Context: an optimization exercise on an open-source flow, tuned for small area. The choices shown serve that exercise and are no tape-out recipe. The RTL was checked by simulation tests, not by an equivalence proof against the original design. No activity file was given, so power comes from the tool's default toggle rates.

==> flow/design.v <==
module AVS(
	clk,
	rst,
	rx,
	led_data,
	servo_out,
	hexout0,
	hexout1,
	hexout2,
	hexout3,
	knight
	);
	input clk;
	input rst;
	input rx;
	output reg 	[7:0] led_data;
	output 		[5:0] servo_out;
	output  	[6:0] hexout0;
	output		[6:0] hexout1;
	output		[6:0] hexout2;
	output		[6:0] hexout3;
	output		[9:0] knight;
	wire [5:0] 	servo_out_reg;
	reg	 [7:0]	sv1_pos, sv2_pos, sv3_pos, sv4_pos, sv5_pos, sv6_pos;
	reg  [3:0]	sv_no, sv_pos;
	localparam TOW1 = 8'h40 , TOW2 = 8'hC0;
	localparam RECYC1 = 8'h00, DISP1 = 8'hFF, HOME = 8'h88;
	localparam RECYC2 = 8'hFF, DISP2 = 8'h00;
	wire [7:0]	rx_data;
	wire		rx_new_data;
	reg [7:0]	fsm_mode;
	reg 	[3:0] state_c;
	wire 	[3:0] state_q;
	parameter IDLE = 4'b0000, SORT = 4'b0001, RUN = 4'b0010, SVRD = 4'b0011;
	reg [7:0] rx_data_sort;
	reg [7:0] rx_data_run;
	wire [6:0] hexdisp;
	reg en;
	serial_rx 	rx1(.clk(clk), .rst(rst), .rx(rx), .data(rx_data), .new_data(rx_new_data));
	Servo		sv1(.clk(clk), .rst(rst), .svr_pos(sv1_pos), .svr_out(servo_out_reg[0]));
	Servo		sv2(.clk(clk), .rst(rst), .svr_pos(sv2_pos), .svr_out(servo_out_reg[1]));
	Servo		sv3(.clk(clk), .rst(rst), .svr_pos(sv3_pos), .svr_out(servo_out_reg[2]));
	Servo		sv4(.clk(clk), .rst(rst), .svr_pos(sv4_pos), .svr_out(servo_out_reg[3]));
	Servo		sv5(.clk(clk), .rst(rst), .svr_pos(sv5_pos), .svr_out(servo_out_reg[4]));
	Servo		sv6(.clk(clk), .rst(rst), .svr_pos(sv6_pos), .svr_out(servo_out_reg[5]));
	sev_seg		ss1(.data_in(state_q), .sevenseg_out(hexdisp));
	kitt		kr1(.clk(clk), .rst(rst), .en(en), .led_out(knight));
	assign servo_out  = servo_out_reg;
	assign state_q = state_c;
	assign hexout0 = hexdisp;
	assign hexout1 = hexdisp;
	assign hexout2 = hexdisp;
	assign hexout3 = hexdisp;
	always @(posedge clk)
	begin
		if(rst)
		begin
			state_c <= IDLE;
			led_data <= 8'h00;
			en <= 0;
			sv1_pos <= HOME;
			sv2_pos <= HOME;
			sv3_pos <= HOME;
			sv4_pos <= HOME;
			sv5_pos <= HOME;
			sv6_pos <= HOME;
		end
		else
		case(state_c)
			IDLE:	 
			begin
				en <= 0;
				if(rx_new_data)
				begin
					led_data <= rx_data;
					fsm_mode = rx_data;
					case(fsm_mode)
					8'hAA:
						begin
							sv2_pos <= HOME;
							sv3_pos <= HOME;
							state_c <= SORT;
						end
					8'hBB:
						begin
							sv1_pos <= HOME;
							state_c <= RUN;
						end
					default: 
						begin
							state_c <= SVRD;
						end
					endcase
				end
			end	
			SORT:  
			begin
				en <= 0;
				if(rx_new_data) 
				begin
					sv2_pos <= HOME;
					sv3_pos <= HOME;
					led_data <= rx_data;
					rx_data_sort = rx_data;
					case(rx_data_sort)
						8'hAA: 
						begin
							sv1_pos <= HOME;
							sv2_pos <= HOME;
							sv3_pos <= HOME;
						end
						8'h1F: 
						begin
							sv1_pos <= TOW1;
						end
						8'hF1: 
						begin
							sv1_pos <= TOW2;
						end
						8'hFF: 
						begin
							sv1_pos <= HOME;
							state_c <= IDLE;
						end
						8'hBB:
						begin
							state_c <= RUN;
						end
						default: 
						begin
							sv1_pos <= HOME;							
							state_c <= SORT;
						end
					endcase
				end
			end
			RUN:  
			begin
				en <= 1;
				if(rx_new_data)
				begin
					led_data <= rx_data;
					rx_data_run = rx_data;
					sv1_pos <= HOME;
					case(rx_data_run)
						8'hBB: 
						begin
							sv2_pos <= HOME; 
							sv3_pos <= HOME;
						end
						8'hFF: 
						begin
							sv2_pos <= DISP1; 
							sv3_pos <= DISP2;
						end
						8'hF0: 
						begin
							sv2_pos <= DISP1; 
							sv3_pos <= RECYC2;
						end
						8'h0F: 
						begin							
							sv2_pos <= RECYC1; 
							sv3_pos <= DISP2;
						end
						8'h00: 
						begin
							sv2_pos <= RECYC1; 
							sv3_pos <= RECYC2;
						end
						8'hF8:
						begin
							sv2_pos <= DISP1;
							sv3_pos <= HOME;
						end
						8'h08:
						begin
							sv2_pos <= RECYC1;
							sv3_pos <= HOME;
						end
						8'h8F:
						begin
							sv2_pos <= HOME;
							sv3_pos <= DISP2;
						end
						8'h80:
						begin
							sv2_pos <= HOME;
							sv3_pos <= RECYC2;
						end
						8'h99: 
						begin
							sv1_pos <= HOME;
							sv2_pos <= HOME;
							sv3_pos <= HOME;
							state_c <= IDLE;
						end
						default:
						begin
							sv2_pos <= HOME;
							sv3_pos <= HOME;
							state_c <= RUN;
						end
					endcase
				end
			end
		SVRD:
			begin
				en <= 0;
				sv_no  = rx_data[7:4];
				sv_pos = rx_data[3:0];
				case(sv_no)
					4'b0001: 
					begin
						sv1_pos <= {sv_pos, 4'b0000};  
						state_c <= IDLE;
					end
					4'b0010: 
					begin
						sv2_pos <= {sv_pos, 4'b0000};  
						state_c <= IDLE;
					end
					4'b0011: 
					begin
						sv3_pos <= {sv_pos, 4'b0000};  
						state_c <= IDLE;
					end
					4'b0100: 
					begin
						sv4_pos <= {sv_pos, 4'b0000};  
						state_c <= IDLE;
					end
					4'b0101: 
					begin
						sv5_pos <= {sv_pos, 4'b0000};  
						state_c <= IDLE;
					end
					4'b0110: 
					begin
						sv6_pos <= {sv_pos, 4'b0000};  
						state_c <= IDLE;
					end
					4'hE:  
					begin
						sv1_pos <= 8'd255;
						sv2_pos <= 8'd255;
						sv3_pos <= 8'd255;
						sv4_pos <= 8'd255;
						sv5_pos <= 8'd255;
						sv6_pos <= 8'd255;
						state_c <= IDLE;
					end
					4'b0000:  
					begin
						sv1_pos <= 8'd0;
						sv2_pos <= 8'd0;
						sv3_pos <= 8'd0;
						sv4_pos <= 8'd0;
						sv5_pos <= 8'd0;
						sv6_pos <= 8'd0;
						state_c <= IDLE;
					end
				endcase
			end
		default: 
			begin
				state_c <= IDLE;
			end
		endcase
	end
endmodule
module Servo
	(
		clk,
		rst,
		svr_pos,
		svr_out
	);
	input clk;
	input rst;
	input [7:0] svr_pos;
	output reg svr_out;
	parameter clkDiv = 390;
	reg [7:0] 	svr_pos_reg;
	reg [11:0]	pulseCount;
	reg [8:0]	clkCount;
	reg [7:0]	svr_out_reg;
	reg clkTick;
	always@(posedge clk)
	if(rst)
	begin
		clkTick <= 0;
		clkCount <= 0;
		pulseCount <= 0;
		svr_out_reg <= 0;
		svr_out <= 0;
	end
	else
	begin
		clkTick <= (clkCount == clkDiv -2);
		if(clkTick)
		begin
			clkCount <= 0;
		end
		else
		begin
			clkCount <= clkCount +1;
		end
		if(clkTick)
		begin
			if(pulseCount != 2564)
			begin
				pulseCount <= pulseCount + 1;
			end
			else 
			begin
				pulseCount <= 0;
			end
		end
		if(pulseCount == 0)
		begin
			svr_out_reg <= svr_pos;
		end
		svr_out <= (pulseCount < (50 + svr_out_reg));
	end
endmodule
module serial_rx #(
		parameter CLK_PER_BIT = 434
	)(
		input clk,
		input rst,
		input rx,
		output [7:0] data,
		output new_data
	);
	parameter CTR_SIZE = $clog2(CLK_PER_BIT);
	localparam STATE_SIZE = 2;
	localparam IDLE = 2'd0,
		WAIT_HALF = 2'd1,
		WAIT_FULL = 2'd2,
		WAIT_HIGH = 2'd3;
	reg [CTR_SIZE-1:0] ctr_d, ctr_q;
	reg [2:0] bit_ctr_d, bit_ctr_q;
	reg [7:0] data_d, data_q;
	reg new_data_d, new_data_q;
	reg [STATE_SIZE-1:0] state_d, state_q;
	reg rx_d, rx_q;
	assign new_data = new_data_q;
	assign data = data_q;
	always @(*) begin
		rx_d = rx;
		state_d = state_q;
		ctr_d = ctr_q;
		bit_ctr_d = bit_ctr_q;
		data_d = data_q;
		new_data_d = 1'b0;
		case (state_q)
		IDLE: begin
			bit_ctr_d = 3'b0;
			ctr_d = 1'b0;
			if (rx_q == 1'b0) begin
			state_d = WAIT_HALF;
			end
		end
		WAIT_HALF: begin
			ctr_d = ctr_q + 1'b1;
			if (ctr_q == (CLK_PER_BIT >> 1)) begin
			ctr_d = 1'b0;
			state_d = WAIT_FULL;
			end
		end
		WAIT_FULL: begin
			ctr_d = ctr_q + 1'b1;
			if (ctr_q == CLK_PER_BIT - 1) begin
			data_d = {rx_q, data_q[7:1]};
			bit_ctr_d = bit_ctr_q + 1'b1;
			ctr_d = 1'b0;
			if (bit_ctr_q == 3'd7) begin
				state_d = WAIT_HIGH;
				new_data_d = 1'b1;
			end
			end
		end
		WAIT_HIGH: begin
			if (rx_q == 1'b1) begin
			state_d = IDLE;
			end
		end
		default: begin
			state_d = IDLE;
		end
		endcase
	end
	always @(posedge clk) begin
		if (rst) begin
		ctr_q <= 1'b0;
		bit_ctr_q <= 3'b0;
		new_data_q <= 1'b0;
		state_q <= IDLE;
		end else begin
		ctr_q <= ctr_d;
		bit_ctr_q <= bit_ctr_d;
		new_data_q <= new_data_d;
		state_q <= state_d;
		end
		if (rst) begin
		rx_q <= 1'b1;
		data_q <= 8'h00;
		end else begin
		rx_q <= rx_d;
		data_q <= data_d;
		end
	end
endmodule
module sev_seg
(
	data_in,
	sevenseg_out
);
	input 		[3:0] data_in;
	output 	reg [6:0] sevenseg_out;
	parameter IDLE = 4'b0000, SORT = 4'b0001, RUN = 4'b0010, SVRD = 4'b0011;
	always @(*)
	begin
		case(data_in) 
			IDLE: sevenseg_out = 7'b1001111;
			RUN	: sevenseg_out = 7'b0010010;
			SORT: sevenseg_out = 7'b0000110;
			SVRD: sevenseg_out = 7'b1001100;
			default: sevenseg_out = 7'b1111111;
		endcase
	end
endmodule
module kitt
(
	clk,
	rst,
	en,
	led_out
);
	parameter clkcount = 5000000;
	input 	clk;
	input 	rst;
	input 	en;
	output	[9:0] led_out;
	reg [23:0] count;
	reg 	   direction;
	parameter LEDS_init = 10'b1100000000;
	parameter DIR_init = 1;
	reg [9:0] leds;
	reg [3:0] position;
	assign led_out = leds;
	always@(posedge clk)
	begin
		if(rst)
		begin
			leds <= LEDS_init;
			position <= DIR_init*8;
			count = 0;
		end
		else if(en == 1)
		begin
			if(count == clkcount)
			begin
				if(direction == 0)
				begin
					leds <= leds << 1;
				end
				else
				begin
					leds <= leds >> 1;
				end
				position <= position +1;
				count = 0;
			end
			else
			begin
				count = count + 1;
			end
		end
	end
	always@(*)
	begin
		if(position < 8)
		begin
			direction = 0;
		end
		else 
		begin
			direction = 1;
		end
	end
endmodule
==> flow/run.sh <==
#!/bin/bash
# synth_recipe.tcl (not shown) runs the flow's synth.tcl, then flattens the netlist and writes it again
# the make line also repeats each setting of config.mk as NAME=value (left out here)
make -C /OpenROAD-flow-scripts/flow DESIGN_CONFIG=/design/flow/config.mk WORK_HOME=/design/flow/orfs CLKGATE_MAP_FILE= SYNTH_SCRIPT=/design/flow/synth_recipe.tcl finish
==> flow/config.mk <==
export PLATFORM = sky130hd
export DESIGN_NAME = AVS
export DESIGN_NICKNAME = AVS
export VERILOG_FILES = /design/flow/design.v
export SDC_FILE = /design/flow/constraint.sdc
export NUM_CORES = 4
export LEC_CHECK = 0
export CAP_MARGIN = 20
export CORE_MARGIN = 2
export CORE_UTILIZATION = 40
export PLACE_DENSITY = 0.6
export SLEW_MARGIN = 20
==> flow/constraint.sdc <==
create_clock -name core_clock -period 20.0 [get_ports {clk}]
set_input_delay 4.0000 -clock core_clock [delete_from_list [all_inputs] [get_ports {clk}]]
set_output_delay 4.0000 -clock core_clock [all_outputs]
set_load 0.01 [all_outputs]
==> summary.md <==
| Metric | Value |
|---|---|
| Slew @ Worst Pin | 927.1 ps |
| CP endpoint kind | output port |
| Antenna diodes | 0 |
| R2r setup slk | 17220 ps |
| Status | complete, no violations |
| Cell count after synthesis | 1589 |
| CP max stage delay | 690 ps |
| Number of flip-flops in the largest register | 24 |
| Clk_skew | 13.60 ps |
| WL per Instance | 13.45 µm |
| Most common cell after layout, fill and taps aside | dfxtp_1 |
| DR iter-0 viols | 470 |
| Worst Path Max Fanout | 15 |
| Nets | 1699 |
| Synth Register Bits | 283 |
| Num CTS Buffers | 35 |
| Crit-path leading delay family | buffers and inverters |
| Clock transition at path regs | 60 ps |
| # setup viols final | 0 |
| Area of the die | 0.03639 mm² |
| Yosys warns | 5 |
| Commonest cells after routing, fill and taps aside | dfxtp_1 (283), nor2_1 (242), nand2_1 (123) |
| Core ar. | 0.03446 mm² |
| Post-cts sizing count | 0 |
| Clock root buffer master | clkbuf_16 |
| TritonCTS clock tree | built |
| Internal power | 993.2 µW |
| RSZ-0062 raised after global routing | false |
| Global-route wire length before repair | 48.01 mm |
| Avg Cell Area, Syn | 8.780 µm² |
| Gr ovfl total | 0 |
| Final period util | 33.65% |
| WP buf/inv | 2 |
| R2R depth | 6 |
| Post-route minimum period | 6731 ps |
| Total Wirelength | 27.97 mm |
| Synth async-reset ratio | 0% |
| Layout area overhead | 12.92% |
| Final Non-Filler Cells | 2079 |
| Final hold violations | 0 |
| Yosys top cell by area | dfxtp_1 |
| Synth top area share | 40.61% |
| Fmax | 0.1486 GHz |
| Sequential-to-total area share from yosys stat | 40.61% |
| Part of the power in registers | 44.9% |
| MaxCap Viol Count | 0 |
| Data arrival, critical path | 2730 ps |
| Worst hold stages | 2 |
| Num Clock Sinks | 283 |
| Sw Ratio | 24.41% |
| Drt via density | 5.179 |
| Leakage | 6.211 nW |
| Hold crit path type | reg -> reg |
| Setup tns final | 0 ps |
| Ports | 55 |
| Total track usage | 15.46% |
| CP Class | reg -> out |
| Initial Util | 40.49% |
| Clk latency of the worst-skew pair | 500 ps |
| Syn Std Cell Area | 0.01395 mm² |
| Routed Antenna Nets | 0 |
| Vias | 10768 |
| VDD IR max | 49.03 µV |
| Hold Path End | rx1.bit_ctr_q[1] |
| Slowest CP cell | nor4_1 |
| Max clock buf depth | 3 |
| Largest cells by area after synthesis | dfxtp_1 (41%), ha_1 (8.6%), nor2_1 (6.5%), xor2_1 (5.9%), mux2i_1 (4.8%) |
| Reg2reg end | sv2_pos[4] |
| Clock share of power | 45.5% |
| DRC violations left | 0 |
| Placer Congestion | 0.7734 |
| Die H | 190.8 µm |
| Origin of the worst min-delay path | rx1.bit_ctr_q[1] |
| Drt pass-1 iters | 5 |
| Reg-to-Reg Start | rx1.data_q[5] |
| Row cnt | 68 |
| H-Tree Depth | 2 |
| Power Density | 83.39 mW/mm² |
| Rel. slew slack | 38.06% |
| Die W | 190.8 µm |
| Post-CTS Setup Repair Bufs | 0 |
| HPWL after DPL | 19.19 mm |
| Distinct cells, synth | 59 |
| Post-Syn Nets | 1688 |
| Max-slew violations | 0 |
| Ys flop type | dfxtp_1 |
| Largest net degree at the start of global routing | 81 |
| Share of layout cells above drive strength 1 | 4.803% |
| CP Depth | 4 |
| Dpl cells | 2017 |
| CP Launch Type | register |
| Initial antenna violation count | 0 |
| Combinational Power Share | 9.7% |
| NetSw | 320.7 µW |
| Critical-path cell list | inv_1, ha_1, nor4_1, clkdlybuf4s50_1 |
| Port buffer count | 54 |
| Vias in the first global route | 10184 |
| CTS Hold Bufs | 0 |
| Post-synth EDFFs | 0 |
| Critical Path RT | 16000 ps |
==> metal layers <==
metal	share of wire (%)	track usage, %	vias up
li1	-	-	5517
met1	49	20.94	5033
met2	45	25.17	168
met3	3.8	2.558	50
met4	2.1	4.621	0
met5	0	0	-
==> cell type report <==
cell class / instances / area [µm²]
tap: 455 / 569.3
fill: 3352 / 18700
multi-input combinational: 1172 / 7674
inverter: 51 / 191.4
timing repair buffer: 57 / 564.3
clock inverter: 15 / 143.9
sequential: 283 / 5665
clock buffer: 46 / 947.2
==> stage by stage <==
stage          instance area [µm²]  utilization (%)  worst slack (ps)  hold slack (ps)  power [mW]
4_1_cts                      15740            45.69             13210            457.1       1.336
3_3_place_gp                 14650            42.52             13770            441.7      0.7273
3_5_place_dp                 14650            42.52             13730            449.4      0.7297
6_report                     15760            45.72             13270            455.1       1.314
5_1_grt                      15760            45.72             13050            481.3       1.370
2_1_floorplan                13950                -             14140            420.1      0.6958
==> power groups by stage <==
| stage | registers (mW) | logic, mW | clock network (mW) |
|---|---|---|---|
| 3_3_place_gp | 0.601 | 0.126 | 0 |
| 3_5_place_dp | 0.602 | 0.128 | 0 |
| 4_1_cts | 0.589 | 0.129 | 0.618 |
| 6_report | 0.589 | 0.127 | 0.598 |
| 5_1_grt | 0.591 | 0.140 | 0.639 |
| 2_1_floorplan | 0.596 | 0.100 | 0 |
==> cell usage after synthesis, drive strengths merged, types with 7 or more instances <==
| cell | n |
|---|---|
| nand3 | 74 |
| ha | 96 |
| nand2b | 18 |
| or2 | 10 |
| inv | 51 |
| nand3b | 8 |
| o21ai | 44 |
| mux2i | 67 |
| nand4 | 41 |
| xor2 | 94 |
| nor2 | 242 |
| and2 | 11 |
| xnor2 | 40 |
| dfxtp | 283 |
| a21oi | 66 |
| and4b | 8 |
| nor2b | 11 |
| nor3 | 22 |
| a21o | 15 |
| nor4 | 17 |
| or3 | 35 |
| a211oi | 28 |
| buf | 38 |
| o311ai | 8 |
| nand2 | 123 |
| and3 | 19 |
| clkbuf | 45 |
| a31oi | 7 |
==> tightest hold or removal path: stages, from the launching register on <==
cell,delay (ps)
dfxtp_1,310
nand2_1,50
a21oi_1,50
==> logic make-up after synthesis <==
group / after synthesis / synth area share (%)
muxes: 67 / 4.807
adders and majority gates: 96 / 8.609
DFF: 283 / 40.61
and+or+nand+nor: 668 / 23.50
xor gates and xnor gates: 134 / 8.412
AOI/OAI and AO/OA: 207 / 9.667
buffers and inverters: 134 / 4.394
==> worst max-delay path by stage <==
stage | startpoint | end | slack [ps]
finish | state_c[0] | hexout2[5] | 13270
floorplan | state_c[0] | hexout1[5] | 14140
global route | state_c[0] | hexout3[5] | 13050
CTS | state_c[0] | hexout3[5] | 13210
detailed placement | rst | sv5.pulseCount[10] | 13730
global placement | rst | sv5.pulseCount[3] | 13770

port drivers added, routing unchanged:
The results above use ideal ports. As a check the final layout listed here was re-extracted and re-timed, cells and wires unchanged. Step 1 sets driving cells, clkbuf_16 on the clock port and buf_2 on the other inputs (assumed; they add their load-dependent delay and slew). Step 2, shift: input delay + t, output delay - t, t = (earliest + latest rising clock arrival at the registers) / 2. This alone moves slack from input paths to output paths. Slacks: ideal / step 1 / step 2; pairs: ideal / step 1.
t (ns): 0.544
setup slack, ns: 13.269 / 13.217 / 13.761
hold slack, ns: 0.455 / 0.455 / 0.455
slew at the worst register clock pin (ns): 0.06 / 0.06
After both steps setup and hold are still met in this run. For this run, drivers alone change the setup slack by -0.052 ns; drivers and shift together by +0.492 ns.
